This is an optimization exercise on Yosys and OpenROAD, whose aim is small area and a short achievable clock period, not a production implementation.
At most, simulation tests tie the RTL to the original design; equivalence was not proved.
No activity file was given, so power comes from the tool's default toggle rates.

build 43:
// work_zyq
module work_zyq(CLK,rst,keystat,dataout);
	input CLK;
	input rst;
	input [4:0]keystat;
	output [31:0]dataout;
	reg [31:0]dataout;
	reg [14:0]first;       
	reg [2:0]preop;        
	reg [4:0]prestat;      
	wire is_add = preop == 3'b110;
	wire is_sub = preop == 3'b111;
	wire is_mul = preop == 3'b100;
	wire is_div = preop == 3'b101;
	wire is_none = ~preop[2];
	wire [14:0] second;
	zq_v4 uv(.d(dataout[15:0]), .v(second));
	wire subm = preop[0];
	wire addsub = is_add | is_sub;
	wire [28:0] prod;
	zq_mul15 umul(.a(first), .b(second & {15{is_mul}}), .ea(first & {15{addsub}}),
		.eb((second ^ {15{subm}}) & {15{addsub}}), .ci(addsub & subm), .p(prod));
	wire [14:0] u = prod[14:0];
	wire uco = prod[15];   
	wire gt = uco & |u;
	wire [14:0] mag;       
	zq_cneg #(15) uneg(.x(u), .n(~uco), .y(mag));
	wire [14:0] quo;
	zq_div15 udiv(.n(first), .d(second), .q(quo));
	wire [28:0] ans = {prod[28:16], prod[15] & ~is_sub, is_sub ? mag : prod[14:0]} |
	                  {14'd0, {15{is_div}} & quo};
	wire [31:0] bcd;
	zq_bcd29 ubcd(.b(ans), .d(bcd));
	wire neg = is_sub & ~gt;
	wire [4:0] nz;         
	assign nz[0] = |bcd[3:0];
	assign nz[1] = |bcd[7:4];
	assign nz[2] = |bcd[11:8];
	assign nz[3] = |bcd[15:12];
	assign nz[4] = |bcd[19:16];
	wire [5:1] sgn;
	assign sgn[1] = neg & ~|nz[4:1];
	assign sgn[2] = neg & nz[1] & ~|nz[4:2];
	assign sgn[3] = neg & nz[2] & ~|nz[4:3];
  ...
Settings: LEC_CHECK=0, CAP_MARGIN=20, CORE_MARGIN=2, CORE_UTILIZATION=40, SLEW_MARGIN=20; clock period 220.0 ns.
standard.sh (not shown) runs the stock make flow with config.mk's settings and CLKGATE_MAP_FILE= SYNTH_SCRIPT=/design/flow/synth_recipe.tcl, a recipe that flattens the netlist after the stock synthesis.
==> flow/flow/run.sh <==
#!/bin/bash
# Own layout flow: the standard synthesis and layout, except that
#  - Yosys skips the quick ABC pass inside synth (-noabc), extracts full/half adder
#    cells only in the modules listed in flow/fa_modules.txt (kept apart until mapping,
#    then flattened like the rest), and maps the logic with the area-oriented ABC script
#    in flow/abc.script (no gate upsizing); the modules in flow/fast_modules.txt (the key
#    decoder zq_ctl) are mapped with ORFS's speed script;
#  - no buffers for module pass-through wires (modules are flattened after mapping);
#  - port buffers are buf_2 cells;
#  - the resizer's repair_timing aims at the slack in flow/margin.txt (the SDC's clock is
#    unchanged).
# Each tool's full output goes to a log file in the work folder.
set -euo pipefail
WORK=$(pwd)
FL=$WORK/flow
MARGIN=$(cat "$FL/margin.txt")
FAMODS=$(cat "$FL/fa_modules.txt")
FASTMODS=$(cat "$FL/fast_modules.txt")

sed -e "s#^source \$::env(SCRIPTS_DIR)/synth_preamble.tcl#source \$::env(SCRIPTS_DIR)/synth_preamble.tcl\nset abc_fast \$abc_args\nset abc_args [lreplace \$abc_args 1 1 $FL/abc.script]#" \
    -e "s#^  extract_fa {\*}\[dont_use_extract_fa_args\]\$#  extract_fa {*}[dont_use_extract_fa_args] $FAMODS#" \
    -e "s#^  log_cmd abc {\*}\$abc_args\$#  log_cmd abc {*}\$abc_fast $FASTMODS\n  log_cmd abc {*}\$abc_args \$::env(DESIGN_NAME) $FAMODS#" \
  "$FLOW_HOME/scripts/synth.tcl" > "$WORK/own_synth.tcl"
grep -q "lreplace \$abc_args 1 1" "$WORK/own_synth.tcl"
grep -q "abc_fast $FASTMODS" "$WORK/own_synth.tcl"
grep -q "extract_fa {\*}\[dont_use_extract_fa_args\] $FAMODS" "$WORK/own_synth.tcl"
sed "s#\$::env(SCRIPTS_DIR)/synth.tcl#$WORK/own_synth.tcl#" "$WORK/synth_recipe.tcl" > "$WORK/own_synth_recipe.tcl"
grep -q "own_synth.tcl" "$WORK/own_synth_recipe.tcl"
sed "s#SYNTH_SCRIPT=[^ ]*#SYNTH_SCRIPT=$WORK/own_synth_recipe.tcl#" "$WORK/standard.sh" > "$WORK/own_synth.sh"
grep -q "own_synth_recipe.tcl" "$WORK/own_synth.sh"

SYNTH_KEEP_MODULES="$FASTMODS $FAMODS" SYNTH_ARGS=-noabc SYNTH_INSBUF=0 bash "$WORK/own_synth.sh" synth > "$WORK/synth.log" 2>&1
export BUFFER_PORTS_ARGS="-buffer_cell sky130_fd_sc_hd__buf_2"
export SETUP_SLACK_MARGIN=$MARGIN
# the resizer moves repair_timing may use
export SETUP_MOVE_SEQUENCE=$(cat "$FL/move_sequence.txt")
bash "$WORK/standard.sh" > "$WORK/layout.log" 2>&1
test -f "$WORK/out/final.def"
==> flow/flow/abc.script <==
strash
dch
amap
topo
==> flow/flow/fa_modules.txt <==
zq_mul15
==> flow/flow/fast_modules.txt <==
zq_ctl
==> flow/flow/margin.txt <==
174.4
==> flow/flow/move_sequence.txt <==
sizeup,swap,buffer
Every stage of the flow completed for build 43, and the final layout passed the timing, DRC and antenna checks.
Here is what was changed in the inputs of build 29 compared with build 43.
diff --git a/flow/flow/run.sh b/flow/flow/run.sh
--- a/flow/flow/run.sh
+++ b/flow/flow/run.sh
@@ -35,2 +34,0 @@
-# the resizer moves repair_timing may use
-export SETUP_MOVE_SEQUENCE=$(cat "$FL/move_sequence.txt")
removed: flow/flow/move_sequence.txt
## What came out
Between build 43 and build 29, the difference in post-route total power is negligible.
On switching power share of the total, build 43 tracks build 29 almost exactly.
Changes observed in build 29 relative to build 43: critical path data required time held steady; maximum vdd drop shrank by 0.11 uV; final area held steady; setup slack shrank by 16 ps; count of cells along the worst register-to-register path shrank by about 0.8%.
In terms of smallest hold slack, build 43 and build 29 differ only marginally.
~same layout-stage area growth over the synthesis result in build 43 and build 29
The inputs of build 61 differ from those of build 29 as listed below.
diff --git a/flow/flow/run.sh b/flow/flow/run.sh
--- a/flow/flow/run.sh
+++ b/flow/flow/run.sh
@@ -34,0 +35,2 @@
+# the resizer moves repair_timing may use
+export SETUP_MOVE_SEQUENCE=$(cat "$FL/move_sequence.txt")
==> flow/flow/move_sequence.txt (new file) <==
sizeup,swap
## What came out
Build 61 finished all stages; the layout is clean.
The met2 track utilization from global routing on build 61 is in line with that on build 29.
The power consumed by the clock network on build 61 is in line with that on build 29.
Build 61 ended with more design area than build 29.
Build 61 against build 29: count of cells along the worst register-to-register path rose by 13; sequential share of layout area stayed essentially flat.
Function was not checked in any run of this note: the RTL went through the layout flow alone.

Another version of the RTL of work_zyq (not shown whole).
Size: about 2,600 cells after synthesis, roughly 55 flip-flops, ~39 I/O pins.
Design work_zyq, start of the top module:
module work_zyq(CLK,rst,keystat,dataout);
	input CLK;
	input rst;
	input [4:0]keystat;
	output [31:0]dataout;
	reg [31:0]dataout;
	reg [14:0]first;       
	reg [2:0]preop;        
	reg [4:0]prestat;      
	wire is_add = preop == 3'b110;
	wire is_sub = preop == 3'b111;
	wire is_mul = preop == 3'b100;
	wire is_div = preop == 3'b101;
	wire is_none = ~preop[2];
	wire [14:0] second;
	zq_v4 uv(.d(dataout[15:0]), .v(second));
	wire subm = preop[0];
	wire [14:0] u;
	wire uco;              
	zq_rca #(15) uas(.a(first), .b(second ^ {15{subm}}), .ci(subm), .s(u), .co(uco));
	wire gt = uco & |u;
	wire [14:0] mag;       
	zq_cneg #(15) uneg(.x(u), .n(subm & ~uco), .y(mag));
	wire [15:0] sum = {uco, mag};
	wire [28:0] prod;
	zq_mul15 umul(.a(first), .b(second & {15{is_mul}}), .p(prod));
	wire [14:0] quo;
	zq_div15 udiv(.n(first), .d(second), .q(quo));
	wire [28:0] ans = ({29{is_add}} & {13'd0, uco, 15'd0}) |
	                  ({29{is_add | is_sub}} & {14'd0, mag}) |
	                  prod |
	                  ({29{is_div}} & {14'd0, quo}) |
	                  29'd0;    
	wire [31:0] bcd;
	zq_bcd29 ubcd(.b(ans), .d(bcd));
	wire neg = is_sub & ~gt;
	wire [4:0] nz;         
	assign nz[0] = |bcd[3:0];
	assign nz[1] = |bcd[7:4];
	assign nz[2] = |bcd[11:8];
	assign nz[3] = |bcd[15:12];
	assign nz[4] = |bcd[19:16];
	wire [5:1] sgn;
	assign sgn[1] = neg & ~|nz[4:1];
	assign sgn[2] = neg & nz[1] & ~|nz[4:2];
	assign sgn[3] = neg & nz[2] & ~|nz[4:3];
	assign sgn[4] = neg & nz[3] & ~nz[4];
	assign sgn[5] = neg & nz[4];
	wire dz = is_div & ~|second;
  ...
clock: 220.0 ns
lec_check: 0
cap_margin: 20
core_margin: 2
core_utilization: 65
cts_buf_list: sky130_fd_sc_hd__clkbuf_8
place_density: 0.8
slew_margin: 20
==> flow/flow/run.sh <==
#!/bin/bash
# Own layout flow: the standard synthesis and layout, except that
#  - Yosys skips the quick ABC pass inside synth (-noabc), extracts full/half adder
#    cells only in the modules listed in flow/fa_modules.txt (kept apart until mapping,
#    then flattened like the rest), and maps the logic with the area-oriented ABC script
#    in flow/abc.script (no gate upsizing); the modules in flow/fast_modules.txt (the key
#    decoder zq_ctl) are mapped with ORFS's speed script;
#  - no buffers for module pass-through wires (modules are flattened after mapping);
#  - port buffers are buf_2 cells;
#  - the resizer's repair_timing aims at the slack in flow/margin.txt (the SDC's clock is
#    unchanged).
# Each tool's full output goes to a log file in the work folder.
set -euo pipefail
WORK=$(pwd)
FL=$WORK/flow
MARGIN=$(cat "$FL/margin.txt")
FAMODS=$(cat "$FL/fa_modules.txt")
FASTMODS=$(cat "$FL/fast_modules.txt")

sed -e "s#^source \$::env(SCRIPTS_DIR)/synth_preamble.tcl#source \$::env(SCRIPTS_DIR)/synth_preamble.tcl\nset abc_fast \$abc_args\nset abc_args [lreplace \$abc_args 1 1 $FL/abc.script]#" \
    -e "s#^  extract_fa {\*}\[dont_use_extract_fa_args\]\$#  extract_fa {*}[dont_use_extract_fa_args] $FAMODS#" \
    -e "s#^  log_cmd abc {\*}\$abc_args\$#  log_cmd abc {*}\$abc_fast $FASTMODS\n  log_cmd abc {*}\$abc_args \$::env(DESIGN_NAME) $FAMODS#" \
  "$FLOW_HOME/scripts/synth.tcl" > "$WORK/own_synth.tcl"
grep -q "lreplace \$abc_args 1 1" "$WORK/own_synth.tcl"
grep -q "abc_fast $FASTMODS" "$WORK/own_synth.tcl"
grep -q "extract_fa {\*}\[dont_use_extract_fa_args\] $FAMODS" "$WORK/own_synth.tcl"
sed "s#\$::env(SCRIPTS_DIR)/synth.tcl#$WORK/own_synth.tcl#" "$WORK/synth_recipe.tcl" > "$WORK/own_synth_recipe.tcl"
grep -q "own_synth.tcl" "$WORK/own_synth_recipe.tcl"
sed "s#SYNTH_SCRIPT=[^ ]*#SYNTH_SCRIPT=$WORK/own_synth_recipe.tcl#" "$WORK/standard.sh" > "$WORK/own_synth.sh"
grep -q "own_synth_recipe.tcl" "$WORK/own_synth.sh"

SYNTH_KEEP_MODULES="$FASTMODS $FAMODS" SYNTH_ARGS=-noabc SYNTH_INSBUF=0 bash "$WORK/own_synth.sh" synth > "$WORK/synth.log" 2>&1
export BUFFER_PORTS_ARGS="-buffer_cell sky130_fd_sc_hd__buf_2"
export SETUP_SLACK_MARGIN=$MARGIN
bash "$WORK/standard.sh" > "$WORK/layout.log" 2>&1
test -f "$WORK/out/final.def"
==> flow/flow/margin.txt <==
174.6
Scripts as last shown in full above: flow/flow/abc.script, flow/flow/fa_modules.txt, flow/flow/fast_modules.txt
Edit:
--- a/flow/flow/run.sh
+++ b/flow/flow/run.sh
@@ -5,4 +5,4 @@
 #    then flattened like the rest), and maps the logic with the area-oriented ABC script
-#    in flow/abc.script (no gate upsizing); the modules in flow/fast_modules.txt (the key
-#    decoder zq_ctl) are mapped with ORFS's speed script;
+#    in flow/abc.script (no gate upsizing); the next-state module zq_ctl is mapped with
+#    ORFS's speed script;
 #  - no buffers for module pass-through wires (modules are flattened after mapping);
@@ -17,3 +17,2 @@
 FAMODS=$(cat "$FL/fa_modules.txt")
-FASTMODS=$(cat "$FL/fast_modules.txt")
 
@@ -21,6 +20,6 @@
     -e "s#^  extract_fa {\*}\[dont_use_extract_fa_args\]\$#  extract_fa {*}[dont_use_extract_fa_args] $FAMODS#" \
-    -e "s#^  log_cmd abc {\*}\$abc_args\$#  log_cmd abc {*}\$abc_fast $FASTMODS\n  log_cmd abc {*}\$abc_args \$::env(DESIGN_NAME) $FAMODS#" \
+    -e "s#^  log_cmd abc {\*}\$abc_args\$#  log_cmd abc {*}\$abc_fast zq_ctl\n  log_cmd abc {*}\$abc_args \$::env(DESIGN_NAME) $FAMODS#" \
   "$FLOW_HOME/scripts/synth.tcl" > "$WORK/own_synth.tcl"
 grep -q "lreplace \$abc_args 1 1" "$WORK/own_synth.tcl"
-grep -q "abc_fast $FASTMODS" "$WORK/own_synth.tcl"
+grep -q "abc_fast zq_ctl" "$WORK/own_synth.tcl"
 grep -q "extract_fa {\*}\[dont_use_extract_fa_args\] $FAMODS" "$WORK/own_synth.tcl"
@@ -31,3 +30,3 @@
 
-SYNTH_KEEP_MODULES="$FASTMODS $FAMODS" SYNTH_ARGS=-noabc SYNTH_INSBUF=0 bash "$WORK/own_synth.sh" synth > "$WORK/synth.log" 2>&1
+SYNTH_KEEP_MODULES="zq_ctl $FAMODS" SYNTH_ARGS=-noabc SYNTH_INSBUF=0 bash "$WORK/own_synth.sh" synth > "$WORK/synth.log" 2>&1
 export BUFFER_PORTS_ARGS="-buffer_cell sky130_fd_sc_hd__buf_2"
- CORE_UTILIZATION: 65 -> 40
- PLACE_DENSITY: 0.8 -> default
removed: flow/flow/fast_modules.txt
After rerunning:
- setup slack is worse by 12 ps
- register-to-register slack improved by 630 ps
- utilization came out lower by 27 points
- power came out higher by 0.67%
- hold slack hardly moves
- via count decreases by 4.3%
Edit:
- CORE_UTILIZATION: 40 -> 55
- CTS_BUF_LIST: sky130_fd_sc_hd__clkbuf_8 -> default
- PLACE_DENSITY: default -> 0.7
The new run finished clean.
Power went down by 0.76%.
Critical path depth decreases by 2.
Flip-flop and latch count stays the same.
Sequential power stays flat.
Global-route usage grows by 8.0 points.
Combinational power hardly moves.
Setup slack improved by 10 ps.
Clock skew falls by 3.1 ps.
Via count rises by 2.4%.

## afterwards: timing with drivers on the ports
How much do the figures lean on ideal ports? The routed layouts below were timed once more, with nothing changed but the port constraints. Step 1: set_driving_cell puts a clkbuf_16 on CLK and a buf_2 on each other input, an assumption about the parent block. Step 2 times the ports against the registers' clock, not the clock port: input delays grow and output delays shrink by t, the midpoint of the rising clock arrivals with the driver on. a / b / c = ideal ports / drivers / drivers and shift; a / b = the first two.
run	shift t [ns]	setup WS [ns]	worst setup path after step 2	clock arrival spread, ns	worst data-port slew with drivers (ns)
build 43	0.348	174.470 / 174.497 / 174.149	input to register	0.010 / 0.010	0.04
build 29	0.346	174.454 / 174.481 / 174.135	input to register	0.009 / 0.008	0.03
build 61	0.347	174.460 / 174.462 / 174.116	input to register	0.011 / 0.011	0.07
the first run of note 2	0.353	174.657 / 174.655 / 174.301	input to register	0.015 / 0.015	0.05
the second run of note 2	0.355	174.645 / 174.669 / 174.314	input to register	0.010 / 0.010	0.03
the third run of note 2	0.335	174.655 / 174.681 / 174.346	input to register	0.008 / 0.008	0.03
After both steps setup and hold are still met in every run listed. For the first run of note 2, which loses most, drivers alone change the setup slack by -0.002 ns; drivers and shift together by -0.356 ns.
